Context: an optimization exercise on an open-source flow, tuned for small area, a short achievable clock period and few clock cycles. The choices shown serve that exercise and are no tape-out recipe.
The RTL was checked by simulation tests, not by an equivalence proof against the original design.
Power and IR drop assume default switching activity.

==> inputs of run X <==
Design TPU, start of the top module:
module TPU(
    clk,
    rst_n,
    in_valid,
    K,
    M,
    N,
    busy,
    A_wr_en,
    A_index,
    A_data_in,
    A_data_out,
    B_wr_en,
    B_index,
    B_data_in,
    B_data_out,
    C_wr_en,
    C_index,
    C_data_in,
    C_data_out
);
make LEC_CHECK=0 CAP_MARGIN=20 CORE_MARGIN=2 CORE_UTILIZATION=40 SETUP_SLACK_MARGIN=5.0 SLEW_MARGIN=20 finish   # period 8.0 ns
run.sh (not shown) runs the stock make flow with config.mk's settings and CLKGATE_MAP_FILE= SYNTH_SCRIPT=/design/flow/synth_recipe.tcl, a recipe that flattens the netlist after the stock synthesis.
==> run R: changes against run X <==
Settings changed: SETUP_SLACK_MARGIN 5.0 to unset.
==> run P: changes against run X <==
Settings changed: CORE_UTILIZATION 40 to 60, SETUP_SLACK_MARGIN 5.0 to 4.6.
==> run B: changes against run X <==
Settings changed: SETUP_SLACK_MARGIN 5.0 to 4.6.
==> comparison <==
- Run B finished clean. Run P passed the timing, DRC and antenna checks. Run X finished with timing, DRC and antenna clean. Run R went through all stages and came out clean.
- The lowest clock-buffer cell count belongs to run B, the highest to run R.
- The lowest worst setup slack belongs to run R, the highest to run X.
- Via count, highest first: run X, run P, run B, run R.
- Of run B and run P, run P has the higher critical path depth (gap 3).
- In run P the utilization is higher than in run X, by 19 points.
==> figures <==
Outcome: run P finished clean; run B finished clean; run R finished clean; run X finished clean
Worst min-delay path startpoint: run P a_q[22]; run B a3_d2[5]; run R a3_d1[1]; run X a_q[23]
Power drawn by the combinational cells: run P 7440 uW; run B 7340 uW; run R 6590 uW; run X 8290 uW
Max-slew headroom at the worst pin: run P 29.8%; run B 33.0%; run R 26.2%; run X 41.1%
Crit path required time: run P 8640 ps; run B 8680 ps; run R 8680 ps; run X 8670 ps
DP HPWL: run P 139000 um; run B 142000 um; run R 143000 um; run X 138000 um
Sequential share of cell area: run P 28.6%; run B 28.3%; run R 29.7%; run X 26.3%
Max incr delay on CP: run P 380 ps; run B 570 ps; run R 720 ps; run X 530 ps
Non-clock buffer share of cell area: run P 7.29%; run B 6.85%; run R 3.26%; run X 10.2%
Cell area after layout: run P 88700 sq um; run B 89400 sq um; run R 84600 sq um; run X 96500 sq um
Finished Core Util: run P 70.9%; run B 47.7%; run R 45.1%; run X 51.5%
Post-Place Setup Slack: run P 3450 ps; run B 3720 ps; run R 3770 ps; run X 3620 ps
Testbench counts of run X, summed over its fixed seeds: cycles 122,601.
Testbench counts of run R, summed over its fixed seeds: cycles 122,601.
Testbench counts of run P, summed over its fixed seeds: cycles 122,601.
Testbench counts of run B, summed over its fixed seeds: cycles 122,601.

==> inputs of amber <==
Another version of the RTL of TPU (not shown whole).
==> flow/config.mk <==
export PLATFORM = sky130hd
export DESIGN_NAME = TPU
export DESIGN_NICKNAME = TPU
export VERILOG_FILES = /design/flow/design.v
export SDC_FILE = /design/flow/constraint.sdc
export NUM_CORES = 4
export LEC_CHECK = 0
export CAP_MARGIN = 20
export CORE_MARGIN = 2
export CORE_UTILIZATION = 40
export SETUP_SLACK_MARGIN = 4.6
export SLEW_MARGIN = 20
==> flow/constraint.sdc <==
create_clock -name core_clock -period 8.0 [get_ports {clk}]
set_input_delay 1.6000 -clock core_clock [delete_from_list [all_inputs] [get_ports {clk}]]
set_output_delay 1.6000 -clock core_clock [all_outputs]
set_load 0.01 [all_outputs]
==> maple (differences from amber) <==
--- a/flow/config.mk
+++ b/flow/config.mk
@@ -5,6 +5,7 @@
 export SDC_FILE = /design/flow/constraint.sdc
 export NUM_CORES = 4
 export LEC_CHECK = 0
+export ABC_AREA = 1
 export CAP_MARGIN = 20
 export CORE_MARGIN = 2
 export CORE_UTILIZATION = 40
==> qor summary <==
|  | maple | amber |
|---|---|---|
| Total track usage | 26.26% | 23.39% |
| Part of the power in combinational logic | 32.8% | 32.7% |
| Fill cell total of the finished layout | 17.93k | 17.49k |
| Buffer count excluding the clock tree in the final layout | 354 | 348 |
| Worst Skew | 0.03528 ns | 0.04221 ns |
| Worst slew margin | 23.87% | 23.10% |
| Total non-filler cell area in the finished layout | 83930 um2 | 85660 um2 |
| Width of the die | 433.0 um | 439.0 um |
| Hold-critical path endpoint | t1_d1[8] | a3_d3[4] |
| Outcome | finished clean | finished clean |
| Multi-input combinational cell count | 5582 | 4779 |
| Worst EP required | 8.68 ns | 8.69 ns |
| Share of cell area taken by multi-input logic gates | 46.56% | 51.40% |
| Highest net fanout along the worst path | 17 | 7 |
| Time the final worst path needs with I/O delays and setup | 3.446 ns | 3.404 ns |
| Inserted Clock Buffers | 150 | 152 |
| Global routing met1 resource utilization | 35.95% | 30.66% |
| Final antenna diode count | 3 | 16 |
| Clock power frac | 30.0% | 29.6% |
| Uppermost layer routed | met5 | met4 |
| Footprint of the multi-input gates | 39080 um2 | 44030 um2 |
| Area share of the leading cell type in the synthesized netlist | 33.04% | 32.14% |
| Worst R2R Path Depth | 8 | 11 |
| Min Hold Slack | 0.3208 ns | 0.3076 ns |
| Power consumed by the clock network | 7140 uW | 7160 uW |
Testbench counts of amber, summed over its fixed seeds: cycles 122,601.
Testbench counts of maple, summed over its fixed seeds: cycles 122,601.

==> inputs of 07-02 <==
Another version of the RTL of TPU (not shown whole).
## TPU
module TPU(
    clk,
    rst_n,
    in_valid,
    K,
    M,
    N,
    busy,
    A_wr_en,
    A_index,
    A_data_in,
    A_data_out,
    B_wr_en,
    B_index,
    B_data_in,
    B_data_out,
    C_wr_en,
    C_index,
    C_data_in,
    C_data_out
);
clock: 8.0 ns
lec_check: 0
abc_area: 1
cap_margin: 20
core_margin: 2
core_utilization: 40
setup_slack_margin: 4.3
slew_margin: 20
==> 12-10: changes against 07-02 <==
--- a/flow/design.v
+++ b/flow/design.v
@@ -158,33 +158,24 @@
     a2_d2  <= a2_d1;
     a3_d1  <= a_q[7:0];
     a3_d2  <= a3_d1;
     a3_d3  <= a3_d2;
 end
 wire [9:0]  a3_row [0:3];
-reg  [9:0]  tq [0:3];
-reg  [9:0]  t1_d1, t2_d1, t2_d2, t3_d1, t3_d2, t3_d3;
-genvar l;
-generate
-    for (l = 0; l < 4; l = l + 1) begin : triple
-        wire [7:0] lane = A_data_out[31-8*l -: 8];
-        always @(posedge clk) tq[l] <= ({2'b00, lane} + {1'b0, lane, 1'b0}) & {10{iss_v}};
-    end
-endgenerate
+reg  [9:0]  tq0, tq1, tq2, tq3;
+wire [7:0]  lane0 = A_data_out[31:24];
 always @(posedge clk) begin
-    t1_d1 <= tq[1];
-    t2_d1 <= tq[2];
-    t2_d2 <= t2_d1;
-    t3_d1 <= tq[3];
-    t3_d2 <= t3_d1;
-    t3_d3 <= t3_d2;
+    tq0 <= ({2'b00, lane0} + {1'b0, lane0, 1'b0}) & {10{iss_v}};
+    tq1 <= {2'b00, a_q[23:16]} + {1'b0, a_q[23:16], 1'b0};
+    tq2 <= {2'b00, a2_d1} + {1'b0, a2_d1, 1'b0};
+    tq3 <= {2'b00, a3_d2} + {1'b0, a3_d2, 1'b0};
 end
-assign a3_row[0] = tq[0];
-assign a3_row[1] = t1_d1;
-assign a3_row[2] = t2_d2;
-assign a3_row[3] = t3_d3;
+assign a3_row[0] = tq0;
+assign a3_row[1] = tq1;
+assign a3_row[2] = tq2;
+assign a3_row[3] = tq3;
 wire [7:0]  a_row [0:3];
 wire [31:0] b_row [0:3];
 assign a_row[0] = a_q[31:24];
 assign a_row[1] = a1_d1;
 assign a_row[2] = a2_d2;
 assign a_row[3] = a3_d3;
@@ -286,36 +277,37 @@
     input      [7:0]  b,
     input      [9:0]  a3,    
     output     [23:0] x,
     output     [23:0] y
 );
 reg  [23:0] xr;
-reg  [2:0] yr;
-wire [23:0] xc = xr & {24{~clr}};
+reg  [4:0] yr;
+wire [23:0] xt = xr;
+wire [23:0] xc = xt & {24{~clr}};
 wire [23:0] yfull;
 assign yfull[0] = 1'b0;
 assign yfull[1] = 1'b0;
 assign yfull[2] = 1'b0;
 assign yfull[3] = 1'b0;
-assign yfull[4] = 1'b0;
+assign yfull[4] = yr[0];
 assign yfull[5] = 1'b0;
-assign yfull[6] = yr[0];
+assign yfull[6] = 1'b0;
 assign yfull[7] = 1'b0;
-assign yfull[8] = 1'b0;
+assign yfull[8] = yr[1];
 assign yfull[9] = 1'b0;
 assign yfull[10] = 1'b0;
 assign yfull[11] = 1'b0;
-assign yfull[12] = yr[1];
+assign yfull[12] = yr[2];
 assign yfull[13] = 1'b0;
 assign yfull[14] = 1'b0;
 assign yfull[15] = 1'b0;
-assign yfull[16] = 1'b0;
+assign yfull[16] = yr[3];
 assign yfull[17] = 1'b0;
-assign yfull[18] = yr[2];
+assign yfull[18] = 1'b0;
 assign yfull[19] = 1'b0;
-assign yfull[20] = 1'b0;
+assign yfull[20] = yr[4];
 assign yfull[21] = 1'b0;
 assign yfull[22] = 1'b0;
 assign yfull[23] = 1'b0;
 wire [23:0] yc = yfull & {24{~clr}};
 wire [9:0] m1 = {2'b00, a};
 wire [9:0] m2 = {1'b0, a, 1'b0};
@@ -372,44 +364,44 @@
 wire q3_8 = (s3_1 & m1[8]) | (s3_2 & m2[8]) | (s3_3 & a3[8]);
 wire q3_9 = (s3_1 & m1[9]) | (s3_2 & m2[9]) | (s3_3 & a3[9]);
 wire t1 = xc[2] ^ q0_2;
 wire t2 = xc[2] & q0_2;
 wire t3 = xc[3] ^ q0_3 ^ q1_1;
 wire t4 = (xc[3] & q0_3) | (xc[3] & q1_1) | (q0_3 & q1_1);
-wire t5 = xc[4] ^ q0_4 ^ q1_2;
-wire t6 = (xc[4] & q0_4) | (xc[4] & q1_2) | (q0_4 & q1_2);
-wire t7 = q2_0 ^ t4;
-wire t8 = q2_0 & t4;
+wire t5 = xc[4] ^ yc[4] ^ q0_4;
+wire t6 = (xc[4] & yc[4]) | (xc[4] & q0_4) | (yc[4] & q0_4);
+wire t7 = q1_2 ^ q2_0;
+wire t8 = q1_2 & q2_0;
 wire t9 = xc[5] ^ q0_5 ^ q1_3;
 wire t10 = (xc[5] & q0_5) | (xc[5] & q1_3) | (q0_5 & q1_3);
-wire t11 = q2_1 ^ t6 ^ t9;
-wire t12 = (q2_1 & t6) | (q2_1 & t9) | (t6 & t9);
-wire t13 = xc[6] ^ yc[6] ^ q0_6;
-wire t14 = (xc[6] & yc[6]) | (xc[6] & q0_6) | (yc[6] & q0_6);
-wire t15 = q1_4 ^ q2_2 ^ q3_0;
-wire t16 = (q1_4 & q2_2) | (q1_4 & q3_0) | (q2_2 & q3_0);
-wire t17 = t10 ^ t13 ^ t15;
-wire t18 = (t10 & t13) | (t10 & t15) | (t13 & t15);
+wire t11 = q2_1 ^ t8 ^ t6;
+wire t12 = (q2_1 & t8) | (q2_1 & t6) | (t8 & t6);
+wire t13 = xc[6] ^ q0_6 ^ q1_4;
+wire t14 = (xc[6] & q0_6) | (xc[6] & q1_4) | (q0_6 & q1_4);
+wire t15 = q2_2 ^ q3_0 ^ t10;
+wire t16 = (q2_2 & q3_0) | (q2_2 & t10) | (q3_0 & t10);
+wire t17 = t13 ^ t12;
+wire t18 = t13 & t12;
 wire t19 = xc[7] ^ q0_7 ^ q1_5;
 wire t20 = (xc[7] & q0_7) | (xc[7] & q1_5) | (q0_7 & q1_5);
 wire t21 = q2_3 ^ q3_1 ^ t14;
 wire t22 = (q2_3 & q3_1) | (q2_3 & t14) | (q3_1 & t14);
-wire t23 = t16 ^ t19 ^ t18;
-wire t24 = (t16 & t19) | (t16 & t18) | (t19 & t18);
-wire t25 = xc[8] ^ q0_8 ^ q1_6;
-wire t26 = (xc[8] & q0_8) | (xc[8] & q1_6) | (q0_8 & q1_6);
-wire t27 = q2_4 ^ q3_2 ^ t20;
-wire t28 = (q2_4 & q3_2) | (q2_4 & t20) | (q3_2 & t20);
-wire t29 = t25 ^ t22 ^ t27;
-wire t30 = (t25 & t22) | (t25 & t27) | (t22 & t27);
+wire t23 = t19 ^ t16 ^ t21;
+wire t24 = (t19 & t16) | (t19 & t21) | (t16 & t21);
+wire t25 = xc[8] ^ yc[8] ^ q0_8;
+wire t26 = (xc[8] & yc[8]) | (xc[8] & q0_8) | (yc[8] & q0_8);
+wire t27 = q1_6 ^ q2_4 ^ q3_2;
+wire t28 = (q1_6 & q2_4) | (q1_6 & q3_2) | (q2_4 & q3_2);
+wire t29 = t20 ^ t25 ^ t27;
+wire t30 = (t20 & t25) | (t20 & t27) | (t25 & t27);
 wire t31 = xc[9] ^ q0_9 ^ q1_7;
 wire t32 = (xc[9] & q0_9) | (xc[9] & q1_7) | (q0_9 & q1_7);
 wire t33 = q2_5 ^ q3_3 ^ t26;
 wire t34 = (q2_5 & q3_3) | (q2_5 & t26) | (q3_3 & t26);
-wire t35 = t31 ^ t28 ^ t33;
-wire t36 = (t31 & t28) | (t31 & t33) | (t28 & t33);
+wire t35 = t28 ^ t31 ^ t30;
+wire t36 = (t28 & t31) | (t28 & t30) | (t31 & t30);
 wire t37 = xc[10] ^ q1_8 ^ q2_6;
 wire t38 = (xc[10] & q1_8) | (xc[10] & q2_6) | (q1_8 & q2_6);
 wire t39 = q3_4 ^ t32 ^ t37;
 wire t40 = (q3_4 & t32) | (q3_4 & t37) | (t32 & t37);
 wire t41 = t34 ^ t39;
 wire t42 = t34 & t39;
@@ -420,27 +412,27 @@
 wire t47 = t40 ^ t45;
 wire t48 = t40 & t45;
 wire t49 = xc[12] ^ yc[12] ^ q2_8;
 wire t50 = (xc[12] & yc[12]) | (xc[12] & q2_8) | (yc[12] & q2_8);
 wire t51 = q3_6 ^ t44 ^ t49;
 wire t52 = (q3_6 & t44) | (q3_6 & t49) | (t44 & t49);
-wire t53 = t46 ^ t51;
-wire t54 = t46 & t51;
-wire t55 = xc[13] ^ q2_9 ^ q3_7;
-wire t56 = (xc[13] & q2_9) | (xc[13] & q3_7) | (q2_9 & q3_7);
-wire t57 = t50 ^ t55 ^ t52;
-wire t58 = (t50 & t55) | (t50 & t52) | (t55 & t52);
-wire t59 = xc[14] ^ q3_8 ^ t56;
-wire t60 = (xc[14] & q3_8) | (xc[14] & t56) | (q3_8 & t56);
-wire t61 = xc[15] ^ q3_9;
-wire t62 = xc[15] & q3_9;
-wire [6:0] ch0 = {1'b0, t8, t5, t2, q1_0, xc[1], xc[0]} + {1'b0, t11, t7, t3, t1, q0_1, q0_0};
-wire [6:0] ch6 = {1'b0, t42, t41, t30, t24, t21, t12} + {1'b0, t47, t36, t35, t29, t23, t17};
-wire [6:0] ch12 = {1'b0, xc[17], xc[16], t61, t59, t54, t48} + {1'b0, 1'b0, t62, t60, t58, t57, t53};
-wire [6:0] ch18 = {1'b0, xc[23], xc[22], xc[21], xc[20], xc[19], xc[18]} + {1'b0, 1'b0, 1'b0, 1'b0, 1'b0, 1'b0, yc[18]};
+wire t53 = xc[13] ^ q2_9 ^ q3_7;
+wire t54 = (xc[13] & q2_9) | (xc[13] & q3_7) | (q2_9 & q3_7);
+wire t55 = t50 ^ t53;
+wire t56 = t50 & t53;
+wire t57 = xc[14] ^ q3_8 ^ t54;
+wire t58 = (xc[14] & q3_8) | (xc[14] & t54) | (q3_8 & t54);
+wire t59 = xc[15] ^ q3_9;
+wire t60 = xc[15] & q3_9;
+wire [4:0] ch0 = {1'b0, t2, q1_0, xc[1], xc[0]} + {1'b0, t3, t1, q0_1, q0_0};
+wire [4:0] ch4 = {1'b0, t18, t15, t9, t7} + {1'b0, t23, t17, t11, t4} + {4'd0, t5};
+wire [4:0] ch8 = {1'b0, t42, t41, t33, t22} + {1'b0, t47, t36, t35, t29} + {4'd0, t24};
+wire [4:0] ch12 = {1'b0, t59, t56, t55, t46} + {1'b0, t58, t57, t52, t51} + {4'd0, t48};
+wire [4:0] ch16 = {1'b0, xc[19], xc[18], xc[17], xc[16]} + {1'b0, 1'b0, 1'b0, 1'b0, yc[16]} + {4'd0, t60};
+wire [4:0] ch20 = {1'b0, xc[23], xc[22], xc[21], xc[20]} + {1'b0, 1'b0, 1'b0, 1'b0, yc[20]};
 always @(posedge clk) begin
-    xr <= {ch18[5], ch18[4], ch18[3], ch18[2], ch18[1], ch18[0], ch12[5], ch12[4], ch12[3], ch12[2], ch12[1], ch12[0], ch6[5], ch6[4], ch6[3], ch6[2], ch6[1], ch6[0], ch0[5], ch0[4], ch0[3], ch0[2], ch0[1], ch0[0]};
-    yr <= {ch12[6], ch6[6], ch0[6]};
+    xr <= {ch20[3], ch20[2], ch20[1], ch20[0], ch16[3], ch16[2], ch16[1], ch16[0], ch12[3], ch12[2], ch12[1], ch12[0], ch8[3], ch8[2], ch8[1], ch8[0], ch4[3], ch4[2], ch4[1], ch4[0], ch0[3], ch0[2], ch0[1], ch0[0]};
+    yr <= {ch16[4], ch12[4], ch8[4], ch4[4], ch0[4]};
 end
-assign x = xr;
+assign x = xt;
 assign y = yfull;
 endmodule
- CTS_BUF_LIST: unset -> sky130_fd_sc_hd__clkbuf_4 sky130_fd_sc_hd__clkbuf_8
- SETUP_SLACK_MARGIN: 4.3 -> 4.7
==> 05-26: changes against 07-02 <==
- ABC_AREA: 1 -> unset
==> comparison table <==
quantity                                                                     12-10        05-26        07-02
Nets                                                                          9536         7749         9310
Number of inserted filler cells in the final layout                          15347        15220        15244
Final period demand of the worst path                                      3300 ps      3650 ps      3640 ps
Result of the run                                 no timing/DRC/antenna violations  no timing/DRC/antenna violations  no timing/DRC/antenna violations
Total number of vias                                                         57112        48414        55494
Total number of H-tree levels                                                    4            3            3
Distinct cell type count of the synthesized netlist                             55           76           60
Sum of routed wire segments on met1                                        95.0 mm      86.4 mm      92.3 mm
Finished Cell Area                                                     76400 sq um  76300 sq um  75300 sq um
Multi-input comb cells                                                        5305         4561         5261
Worst slew pin tran                                                        1180 ps      1150 ps       897 ps
Parity-gate share of the synthesized area counting xor and xnor cells        3.43%        5.28%        4.15%
Number of non-clock buffers in the layout                                      578          467          518
Register-to-Register Path Depth                                                 10           13           14
Total number of clock tree sinks                                               951          973          973
Combinational logic power                                                  9.35 mW      11.3 mW      9.88 mW
Post-route clock skew                                                      60.7 ps      52.9 ps      58.6 ps
Signal arrival time at the worst endpoint                                  4120 ps      2050 ps      4250 ps
Clock latency on the worst-skew pair                                        930 ps       780 ps       780 ps
Testbench counts of 07-02, summed over its fixed seeds: cycles 122,601.
Testbench counts of 12-10, summed over its fixed seeds: cycles 122,601.
Testbench counts of 05-26, summed over its fixed seeds: cycles 122,601.

## separate check: timing with driven ports
No port has a modelled driver above. Below, the same layouts with a new extraction and two added sets of constraints.
Step 1, drivers: a clkbuf_16 drives clk and a buf_2 each remaining input, both assumed.
Step 2 times the ports against the registers' clock, not the clock port: input delays grow and output delays shrink by t, the midpoint of the rising clock arrivals with the driver on.
Three values: no drivers, after step 1, after step 2; two values: the first two.
run | shift t [ns] | setup slack, ns | worst data-port slew with drivers (ns)
run X | 0.878 | 4.548 / 4.548 / 4.228 | 0.07
run R | 0.882 | 3.634 / 3.634 / 3.634 | 0.09
run P | 0.857 | 4.513 / 4.513 / 4.010 | 0.06
run B | 0.893 | 4.531 / 4.531 / 3.847 | 0.12
amber | 0.884 | 4.596 / 4.596 / 4.089 | 0.17
maple | 0.889 | 4.554 / 4.554 / 4.119 | 0.09
07-02 | 0.837 | 4.359 / 4.359 / 4.317 | 0.06
12-10 | 0.983 | 4.700 / 4.698 / 4.362 | 0.11
05-26 | 0.837 | 4.349 / 4.263 / 4.127 | 0.09
After both steps every run listed still meets setup and hold. The setup slack of run B, which loses most, moves by 0.000 ns with the drivers and by -0.684 ns with both steps.
